Source: an optimization exercise on an open RTL-to-GDS flow (aim: small area). Production flows keep margins and buffers that such runs may drop. The RTL was checked by simulation tests, not by an equivalence proof against the original design. Power figures rest on the tool's default switching activity, not on a simulated workload.

==> 12-14 <==
// I2C_controller
module I2C_controller (
    input clk,
    input rst_n,
    input enable,
    input [7:0] set_scl_div,
    output reg [7:0] scl_div,
    input start_trans,
    input stop_trans,
    input rd_clr,
    input wr_rdy,
    output rd_reg_full,
    output wr_reg_empty,
    input [6:0] set_local_addr,
    output reg [6:0] local_addr,
    input [7:0] byte_wr_i,
    output [7:0] byte_rd_o,
    output reg bus_busy,
    output is_master,
    output trans_start,
    output addr_match,
    output trans_dir,
    output get_nack,
    output bus_err,
    output byte_wait,
    output reg arbit_fail,
    output trans_stop,
    input scl_i,
    output scl_o,
    input sda_i,
    output sda_o
);
make LEC_CHECK=0 CAP_MARGIN=20 CORE_MARGIN=2 CORE_UTILIZATION=40 SLEW_MARGIN=20 finish   # period 10.0 ns
run.sh (not shown) runs the stock make flow with config.mk's settings and CLKGATE_MAP_FILE= SYNTH_SCRIPT=/design/flow/synth_recipe.tcl, a recipe that flattens the netlist after the stock synthesis.
==> inputs of 11-01, as changes to 12-14 <==
--- a/flow/design.v
+++ b/flow/design.v
@@ -133,27 +133,27 @@
     wire s_rd_byte = (ss == S_ADDRESS) | (ss == S_READ_DATA);
     wire s_wr_en   = (ss == S_ADDRESS_ACK) | (ss == S_WRITE_ACK) | (ss == S_WRITE_DATA);
     wire s_wr_byte = (ss == S_WRITE_DATA);
     wire s_wait    = (ss == S_WAIT_READ) | (ss == S_WAIT_WRITE);
     reg [2:0] s_cnt;
-    reg s_rd_data, s_rd_fin, s_wr_fin, s_sda;
+    reg s_rd_data, s_fin, s_sda;
+    wire s_rd_fin = s_fin;
+    wire s_wr_fin = s_fin;
     wire s_cnt0 = (s_cnt == 3'd0);
     wire s_cnt7 = (s_cnt == 3'd7);
     always @(posedge clk or negedge rst_sync_n) begin
         if (!rst_sync_n) begin
             s_cnt     <= 3'd0;
             s_rd_data <= 1'b0;
-            s_rd_fin  <= 1'b0;
-            s_wr_fin  <= 1'b0;
+            s_fin     <= 1'b0;
             s_sda     <= 1'b1;
         end
         else begin
             if (!(s_rd_en | s_wr_en)) s_cnt <= 3'd0;
             else if (fall) s_cnt <= (s_rd_byte | s_wr_byte) ? s_cnt + 3'd1 : 3'd0;
             if (s_rd_en & scl_i) s_rd_data <= sda_i;
-            s_rd_fin <= s_rd_en & fall & (s_rd_byte ? s_cnt7 : s_cnt0);
-            s_wr_fin <= s_wr_en & fall & (s_wr_byte ? s_cnt7 : s_cnt0);
+            s_fin <= (s_rd_en | s_wr_en) & fall & ((s_rd_byte | s_wr_byte) ? s_cnt7 : s_cnt0);
             if (!s_wr_en) s_sda <= 1'b1;
             else if (!scl_i) s_sda <= s_wr_byte & s_ws[7];
         end
     end
     wire s_rd_start = s_rd_en & cond_start;
@@ -245,31 +245,31 @@
             else scl_cnt <= scl_cnt + 9'd1;
             scl_stretched <= m_scl_o ^ scl_i;
         end
     end
     reg [2:0] m_cnt;
-    reg m_rd_data, m_rd_fin, m_wr_fin, m_sda, m_data_i_reg, m_wr_dato, m_wr_err;
+    reg m_rd_data, m_fin, m_sda, m_data_i_reg, m_wr_dato, m_wr_err;
+    wire m_rd_fin = m_fin;
+    wire m_wr_fin = m_fin;
     wire m_cnt0 = (m_cnt == 3'd0);
     wire m_cnt7 = (m_cnt == 3'd7);
     wire m_data_i = m_wr_byte ? m_ws[7] : m_wr_bit;
     always @(posedge clk or negedge rst_sync_n) begin
         if (!rst_sync_n) begin
             m_cnt        <= 3'd0;
             m_rd_data    <= 1'b0;
-            m_rd_fin     <= 1'b0;
-            m_wr_fin     <= 1'b0;
+            m_fin        <= 1'b0;
             m_sda        <= 1'b1;
             m_data_i_reg <= 1'b0;
             m_wr_dato    <= 1'b0;
             m_wr_err     <= 1'b0;
         end
         else begin
             if (!(m_rd_en | m_wr_en)) m_cnt <= 3'd0;
             else if (fall) m_cnt <= (m_rd_byte | m_wr_byte) ? m_cnt + 3'd1 : 3'd0;
             if (m_rd_en & scl_i) m_rd_data <= sda_i;
-            m_rd_fin <= m_rd_en & fall & (m_rd_byte ? m_cnt7 : m_cnt0);
-            m_wr_fin <= m_wr_en & fall & (m_wr_byte ? m_cnt7 : m_cnt0);
+            m_fin <= (m_rd_en | m_wr_en) & fall & ((m_rd_byte | m_wr_byte) ? m_cnt7 : m_cnt0);
             if (!m_wr_en) m_sda <= 1'b1;
             else if (m_wr_data) begin
                 if (!scl_i) m_sda <= m_data_i;
             end
             else m_sda <= m_command ^ scl_i;
==> flow/flow/run.sh (new file) <==
#!/bin/bash
# The standard layout (standard.sh), with three changes that only affect
# cell sizes, never the registers:
#  - synthesis maps the logic with an area-oriented ABC script (flow/abc_area.script)
#    instead of ORFS's delay-oriented one: a copy of ORFS's scripts folder whose
#    abc_speed.script is replaced is used for the synth step only
#  - port buffers use sky130_fd_sc_hd__buf_1
#  - clock tree synthesis uses clkbuf_8 and no dummy loads
# Each step's full output goes to its own log file in the work folder.
set -euo pipefail
cd "$(dirname "$0")/.."
WORK=$PWD
mkdir -p "$WORK/tmp"
export TMPDIR="$WORK/tmp"
rm -rf "$WORK/synth_scripts"
cp -r "$FLOW_HOME/scripts" "$WORK/synth_scripts"
cp "$WORK/flow/abc_area.script" "$WORK/synth_scripts/abc_speed.script"
bash standard.sh SCRIPTS_DIR="$WORK/synth_scripts" synth > "$WORK/log_synth.log" 2>&1
bash standard.sh \
  BUFFER_PORTS_ARGS="-buffer_cell sky130_fd_sc_hd__buf_1" \
  CTS_ARGS="${CTS_ARGS_OVERRIDE:--sink_clustering_enable -sink_clustering_size 60 -sink_clustering_max_diameter 300 -repair_clock_nets -dont_use_dummy_load -buf_list sky130_fd_sc_hd__clkbuf_16}" \
  finish > "$WORK/log_layout.log" 2>&1
==> flow/flow/abc_area.script (new file) <==
strash
ifraig
scorr
dc2
strash
&get -n
&dch -f
&nf -R 1000 -p
&put
==> flow/standard.sh (new file) <==
#!/bin/bash
# synth_recipe.tcl (not shown) runs the flow's synth.tcl, then flattens the netlist and writes it again
# the make line also repeats each setting of config.mk as NAME=value (left out here)
make -C /OpenROAD-flow-scripts/flow DESIGN_CONFIG=/design/flow/config.mk WORK_HOME=/design/flow/orfs CLKGATE_MAP_FILE= SYNTH_SCRIPT=/design/flow/synth_recipe.tcl "${@:-finish}"
removed: flow/run.sh
==> inputs of 04-24, as changes to 12-14 <==
--- a/flow/design.v
+++ b/flow/design.v
@@ -58,36 +58,39 @@
         .rst_n     (rst_n),
         .rst_sync_n(rst_sync_n)
     );
     reg scl_last, sda_last;
     always @(posedge clk or negedge rst_sync_n) begin
-        if (!rst_sync_n) begin
-            scl_last <= 1'b1;
-            sda_last <= 1'b1;
-        end
-        else begin
-            scl_last <= scl_i;
-            sda_last <= sda_i;
-        end
+        if (!rst_sync_n) sda_last <= 1'b1;
+        else sda_last <= sda_i;
+    end
+    always @(posedge clk) begin
+        scl_last <= scl_i | ~rst_sync_n;
     end
     wire fall  = scl_last & ~scl_i;
     wire rise  = ~scl_last & scl_i;
     wire cond_start = scl_i & sda_last & ~sda_i;
     wire cond_stop  = scl_i & ~sda_last & sda_i;
     wire cond_any   = cond_start | cond_stop;
     reg [6:0] addr_reg;
     reg [7:0] scl_div_reg;
-    always @(posedge clk or negedge rst_sync_n) begin
+    always @(posedge clk) begin
         if (!rst_sync_n) begin
             addr_reg    <= 7'b100_1001;
-            local_addr  <= 7'b100_1001;
             scl_div_reg <= 8'h01;
-            scl_div     <= 8'h01;
         end
         else begin
             addr_reg    <= set_local_addr;
             scl_div_reg <= set_scl_div;
+        end
+    end
+    always @(posedge clk or negedge rst_sync_n) begin
+        if (!rst_sync_n) begin
+            local_addr  <= 7'b100_1001;
+            scl_div     <= 8'h01;
+        end
+        else begin
             if (!enable) begin
                 local_addr <= addr_reg;
                 scl_div    <= (scl_div_reg == 8'b0) ? 8'h01 : scl_div_reg;
             end
         end
@@ -133,31 +136,33 @@
     wire s_rd_byte = (ss == S_ADDRESS) | (ss == S_READ_DATA);
     wire s_wr_en   = (ss == S_ADDRESS_ACK) | (ss == S_WRITE_ACK) | (ss == S_WRITE_DATA);
     wire s_wr_byte = (ss == S_WRITE_DATA);
     wire s_wait    = (ss == S_WAIT_READ) | (ss == S_WAIT_WRITE);
     reg [2:0] s_cnt;
-    reg s_rd_data, s_rd_fin, s_wr_fin, s_sda;
+    reg s_rd_data, s_fin, s_sda;
+    wire s_rd_fin = s_fin;
+    wire s_wr_fin = s_fin;
     wire s_cnt0 = (s_cnt == 3'd0);
     wire s_cnt7 = (s_cnt == 3'd7);
     always @(posedge clk or negedge rst_sync_n) begin
         if (!rst_sync_n) begin
             s_cnt     <= 3'd0;
-            s_rd_data <= 1'b0;
-            s_rd_fin  <= 1'b0;
-            s_wr_fin  <= 1'b0;
+            s_fin     <= 1'b0;
             s_sda     <= 1'b1;
         end
         else begin
             if (!(s_rd_en | s_wr_en)) s_cnt <= 3'd0;
             else if (fall) s_cnt <= (s_rd_byte | s_wr_byte) ? s_cnt + 3'd1 : 3'd0;
-            if (s_rd_en & scl_i) s_rd_data <= sda_i;
-            s_rd_fin <= s_rd_en & fall & (s_rd_byte ? s_cnt7 : s_cnt0);
-            s_wr_fin <= s_wr_en & fall & (s_wr_byte ? s_cnt7 : s_cnt0);
+            s_fin <= (s_rd_en | s_wr_en) & fall & ((s_rd_byte | s_wr_byte) ? s_cnt7 : s_cnt0);
             if (!s_wr_en) s_sda <= 1'b1;
             else if (!scl_i) s_sda <= s_wr_byte & s_ws[7];
         end
     end
+    always @(posedge clk) begin
+        if (!rst_sync_n) s_rd_data <= 1'b0;
+        else if (s_rd_en & scl_i) s_rd_data <= sda_i;
+    end
     wire s_rd_start = s_rd_en & cond_start;
     wire s_rd_stop  = s_rd_en & cond_stop;
     wire s_rd_berr  = s_rd_en & cond_any & ~(s_rd_byte & s_cnt0);
     wire s_wr_start = s_wr_en & cond_start;
     wire s_wr_stop  = s_wr_en & cond_stop;
@@ -230,51 +235,65 @@
     wire m_wait    = (ms == M_WAIT_READ) | (ms == M_WAIT_WRITE) | (ms == M_WAIT_ADDRESS);
     wire m_scl_wait = m_wait | (ms == M_LOAD_ADDRESS);
     reg [8:0] scl_cnt;
     reg scl_stretched;
     wire m_scl_o = ~scl_cnt[8];
+    reg [8:0] scl_cnt_next;
+    always @(*) begin
+        if (!M) scl_cnt_next = 9'b0;
+        else if (m_scl_wait | scl_stretched) scl_cnt_next = scl_cnt;
+        else if (scl_cnt == {1'b0, scl_div}) scl_cnt_next = 9'h100;
+        else if (scl_cnt == {1'b1, scl_div}) scl_cnt_next = 9'b0;
+        else scl_cnt_next = scl_cnt + 9'd1;
+    end
     always @(posedge clk or negedge rst_sync_n) begin
+        if (!rst_sync_n) scl_cnt[8] <= 1'b0;
+        else scl_cnt[8] <= scl_cnt_next[8];
+    end
+    always @(posedge clk) begin
         if (!rst_sync_n) begin
-            scl_cnt <= 9'b0;
+            scl_cnt[7:0] <= 8'b0;
             scl_stretched <= 1'b0;
         end
         else begin
-            if (!M) scl_cnt <= 9'b0;
-            else if (m_scl_wait | scl_stretched) scl_cnt <= scl_cnt;
-            else if (scl_cnt == {1'b0, scl_div}) scl_cnt <= 9'h100;
-            else if (scl_cnt == {1'b1, scl_div}) scl_cnt <= 9'b0;
-            else scl_cnt <= scl_cnt + 9'd1;
+            scl_cnt[7:0] <= scl_cnt_next[7:0];
             scl_stretched <= m_scl_o ^ scl_i;
         end
     end
     reg [2:0] m_cnt;
-    reg m_rd_data, m_rd_fin, m_wr_fin, m_sda, m_data_i_reg, m_wr_dato, m_wr_err;
+    reg m_rd_data, m_fin, m_sda, m_data_i_reg, m_wr_dato, m_wr_err;
+    wire m_rd_fin = m_fin;
+    wire m_wr_fin = m_fin;
     wire m_cnt0 = (m_cnt == 3'd0);
     wire m_cnt7 = (m_cnt == 3'd7);
     wire m_data_i = m_wr_byte ? m_ws[7] : m_wr_bit;
     always @(posedge clk or negedge rst_sync_n) begin
         if (!rst_sync_n) begin
             m_cnt        <= 3'd0;
-            m_rd_data    <= 1'b0;
-            m_rd_fin     <= 1'b0;
-            m_wr_fin     <= 1'b0;
+            m_fin        <= 1'b0;
             m_sda        <= 1'b1;
-            m_data_i_reg <= 1'b0;
-            m_wr_dato    <= 1'b0;
-            m_wr_err     <= 1'b0;
         end
         else begin
             if (!(m_rd_en | m_wr_en)) m_cnt <= 3'd0;
             else if (fall) m_cnt <= (m_rd_byte | m_wr_byte) ? m_cnt + 3'd1 : 3'd0;
-            if (m_rd_en & scl_i) m_rd_data <= sda_i;
-            m_rd_fin <= m_rd_en & fall & (m_rd_byte ? m_cnt7 : m_cnt0);
-            m_wr_fin <= m_wr_en & fall & (m_wr_byte ? m_cnt7 : m_cnt0);
+            m_fin <= (m_rd_en | m_wr_en) & fall & ((m_rd_byte | m_wr_byte) ? m_cnt7 : m_cnt0);
             if (!m_wr_en) m_sda <= 1'b1;
             else if (m_wr_data) begin
                 if (!scl_i) m_sda <= m_data_i;
             end
             else m_sda <= m_command ^ scl_i;
+        end
+    end
+    always @(posedge clk) begin
+        if (!rst_sync_n) begin
+            m_rd_data    <= 1'b0;
+            m_data_i_reg <= 1'b0;
+            m_wr_dato    <= 1'b0;
+            m_wr_err     <= 1'b0;
+        end
+        else begin
+            if (m_rd_en & scl_i) m_rd_data <= sda_i;
             if (m_wr_en & rise) m_data_i_reg <= m_data_i;
             if (m_wr_data & scl_i) m_wr_dato <= sda_i;
             if (!m_wr_en) m_wr_err <= 1'b0;
             else if (m_wr_data & fall & (m_wr_dato != m_data_i_reg)) m_wr_err <= 1'b1;
         end
@@ -368,21 +387,17 @@
         if (!rst_sync_n) begin
             rrf <= 1'b0;
             rs  <= 8'b0;
             bro <= 8'b0;
             wre <= 1'b1;
-            ws  <= 8'b0;
-            bwr <= 8'b0;
             td  <= 1'b0;
         end
         else if (!en) begin
             rrf <= 1'b0;
             rs  <= 8'b0;
             bro <= 8'b0;
             wre <= 1'b1;
-            ws  <= 8'b0;
-            bwr <= 8'b0;
             td  <= 1'b0;
         end
         else begin
             if (c_rd_copy) begin
                 rrf <= 1'b1;
@@ -397,35 +412,37 @@
             else begin
                 rrf <= c_rrf;
                 rs  <= c_rd_ld ? {c_rs[6:0], c_rd_data} : c_rs;
                 bro <= c_bro;
             end
-            if (c_wr_clr) begin
-                wre <= 1'b1;
-                ws  <= 8'b0;
-                bwr <= 8'b0;
-            end
-            else if (wr_rdy) begin
-                wre <= 1'b0;
-                ws  <= c_ws;
-                bwr <= byte_wr_i;
-            end
-            else if (c_wr_copy) begin
-                wre <= 1'b1;
-                ws  <= c_bwr;
-                bwr <= c_bwr;
-            end
-            else begin
-                wre <= c_wre;
-                ws  <= c_wr_ld ? {c_ws[6:0], 1'b0} : c_ws;
-                bwr <= c_bwr;
-            end
+            if (c_wr_clr) wre <= 1'b1;
+            else if (wr_rdy) wre <= 1'b0;
+            else if (c_wr_copy) wre <= 1'b1;
+            else wre <= c_wre;
             if (c_td_clr) td <= 1'b0;
             else if (c_td_ld) td <= c_td_val;
             else td <= c_td;
         end
     end
+    always @(posedge clk) begin
+        if (!rst_sync_n || !en || c_wr_clr) begin
+            ws  <= 8'b0;
+            bwr <= 8'b0;
+        end
+        else if (wr_rdy) begin
+            ws  <= c_ws;
+            bwr <= byte_wr_i;
+        end
+        else if (c_wr_copy) begin
+            ws  <= c_bwr;
+            bwr <= c_bwr;
+        end
+        else begin
+            ws  <= c_wr_ld ? {c_ws[6:0], 1'b0} : c_ws;
+            bwr <= c_bwr;
+        end
+    end
     wire vis = M ? pM : ~pM;   
     assign byte_rd_o    = vis ? bro : 8'b0;
     assign rd_reg_full  = vis & rrf;
     assign wr_reg_empty = ~vis | wre;
     assign trans_dir    = vis & td;
==> flow/flow/run.sh (new file) <==
#!/bin/bash
# The standard layout (standard.sh), with three changes that only affect
# cell sizes, never the registers:
#  - synthesis maps the logic with an area-oriented ABC script (flow/abc_area.script)
#    instead of ORFS's delay-oriented one: a copy of ORFS's scripts folder whose
#    abc_speed.script is replaced is used for the synth step only
#  - port buffers use sky130_fd_sc_hd__buf_1
#  - clock tree synthesis uses clkbuf_8 and no dummy loads
# Each step's full output goes to its own log file in the work folder.
set -euo pipefail
cd "$(dirname "$0")/.."
WORK=$PWD
mkdir -p "$WORK/tmp"
export TMPDIR="$WORK/tmp"
rm -rf "$WORK/synth_scripts"
cp -r "$FLOW_HOME/scripts" "$WORK/synth_scripts"
cp "$WORK/flow/abc_area.script" "$WORK/synth_scripts/abc_speed.script"
bash standard.sh SCRIPTS_DIR="$WORK/synth_scripts" synth > "$WORK/log_synth.log" 2>&1
bash standard.sh \
  BUFFER_PORTS_ARGS="-buffer_cell sky130_fd_sc_hd__buf_1" \
  CTS_ARGS="${CTS_ARGS_OVERRIDE:--sink_clustering_enable -repair_clock_nets -dont_use_dummy_load -buf_list sky130_fd_sc_hd__clkbuf_8}" \
  finish > "$WORK/log_layout.log" 2>&1
==> flow/flow/abc_area.script (new file) <==
strash
ifraig
scorr
dc2
strash
&get -n
&dch -f
&nf -R 1000 -p
&put
==> flow/standard.sh (new file) <==
#!/bin/bash
# synth_recipe.tcl (not shown) runs the flow's synth.tcl, then flattens the netlist and writes it again
# the make line also repeats each setting of config.mk as NAME=value (left out here)
make -C /OpenROAD-flow-scripts/flow DESIGN_CONFIG=/design/flow/config.mk WORK_HOME=/design/flow/orfs CLKGATE_MAP_FILE= SYNTH_SCRIPT=/design/flow/synth_recipe.tcl "${@:-finish}"
Settings changed: CORE_UTILIZATION 40 to 65.
removed: flow/run.sh
==> notes.md <==
Sequential group share of total power: 04-24 0.455; 12-14 0.388; 11-01 0.416
End of the worst register-to-register path: 04-24 ws[1]; 12-14 td; 11-01 ws[5]
Slack of the critical path: 04-24 4097 ps; 12-14 3705 ps; 11-01 3976 ps
Result of the run: 04-24 no timing/DRC/antenna violations; 12-14 no timing/DRC/antenna violations; 11-01 no timing/DRC/antenna violations
Skew-Pair Late Insertion Delay: 04-24 370 ps; 12-14 350 ps; 11-01 350 ps
Flip-flop and latch share of the layout cell area: 04-24 0.4188; 12-14 0.3761; 11-01 0.4341
Total power: 04-24 1231 uW; 12-14 1559 uW; 11-01 1343 uW
Clock-pin slew on the worst setup and hold paths: 04-24 110 ps; 12-14 80 ps; 11-01 70 ps
Largest net degree at the start of global routing: 04-24 47; 12-14 63; 11-01 67
Master of the slowest instance on the critical path: 04-24 buf_1; 12-14 clkdlybuf4s50_1; 11-01 buf_1
Worst slew margin: 04-24 0.3245; 12-14 0.3620; 11-01 0.3465
Maximum net fanout on the critical path: 04-24 12; 12-14 16; 11-01 14
Clock share of power: 04-24 0.171; 12-14 0.231; 11-01 0.224
Post-route design area: 04-24 5871 um^2; 12-14 7306 um^2; 11-01 6215 um^2
Cell area reported after detailed placement: 04-24 5739 um^2; 12-14 6994 um^2; 11-01 5989 um^2
Global routing usage summed across all routing layers: 04-24 0.3171; 12-14 0.2071; 11-01 0.2142
Synthesized flop and latch total: 04-24 107; 12-14 109; 11-01 107
Most common cell after layout, fill and taps aside: 04-24 nor2_1; 12-14 dfrtp_1; 11-01 dfrtp_1
Met2 track utilization from global routing: 04-24 0.5298; 12-14 0.3159; 11-01 0.3386
Worst-Margin Slew: 04-24 1004 ps; 12-14 954.0 ps; 11-01 980.3 ps
Area taken by multi-input logic gates: 04-24 2796 um^2; 12-14 3229 um^2; 11-01 2704 um^2
Area share of the largest cell type after synthesis: 04-24 0.2501; 12-14 0.3859; 11-01 0.4316
Synth Instances: 04-24 601; 12-14 656; 11-01 590
DP Wirelength: 04-24 10.05 mm; 12-14 11.74 mm; 11-01 10.87 mm

[port drivers added, routing unchanged]
In the flow no input, the clock included, has a driving cell. The finished layouts below were timed again as built, in two steps.
Step 1 sets driving cells, clkbuf_16 on the clock port and buf_2 on the other inputs (assumed; they add their load-dependent delay and slew).
Step 2 moves the port delays by t, midway between the first and last clock arrival at a register: inputs arrive t later, outputs are due t later. That takes back most of the time a late clock gives input paths.
Three values: ideal, step 1, step 2; two values: the first two.
| run | t (ns) | slack for setup (ns) | hold WS [ns] | slew at the worst register clock pin (ns) | pins driven straight from the clock port |
|---|---|---|---|---|---|
| 12-14 | 0.390 | 3.705 / 3.674 / 3.674 | 0.318 / 0.318 / 0.318 | 0.08 / 0.08 | 1 |
| 11-01 | 0.383 | 3.976 / 3.953 / 3.953 | 0.306 / 0.306 / 0.306 | 0.07 / 0.07 | 1 |
| 04-24 | 0.389 | 4.097 / 4.071 / 4.071 | 0.120 / 0.120 / 0.120 | 0.11 / 0.11 | 1 |
After both steps setup and hold are still met in every run listed. The setup slack of 12-14, which loses most, moves by -0.031 ns with the drivers and by -0.031 ns with both steps.
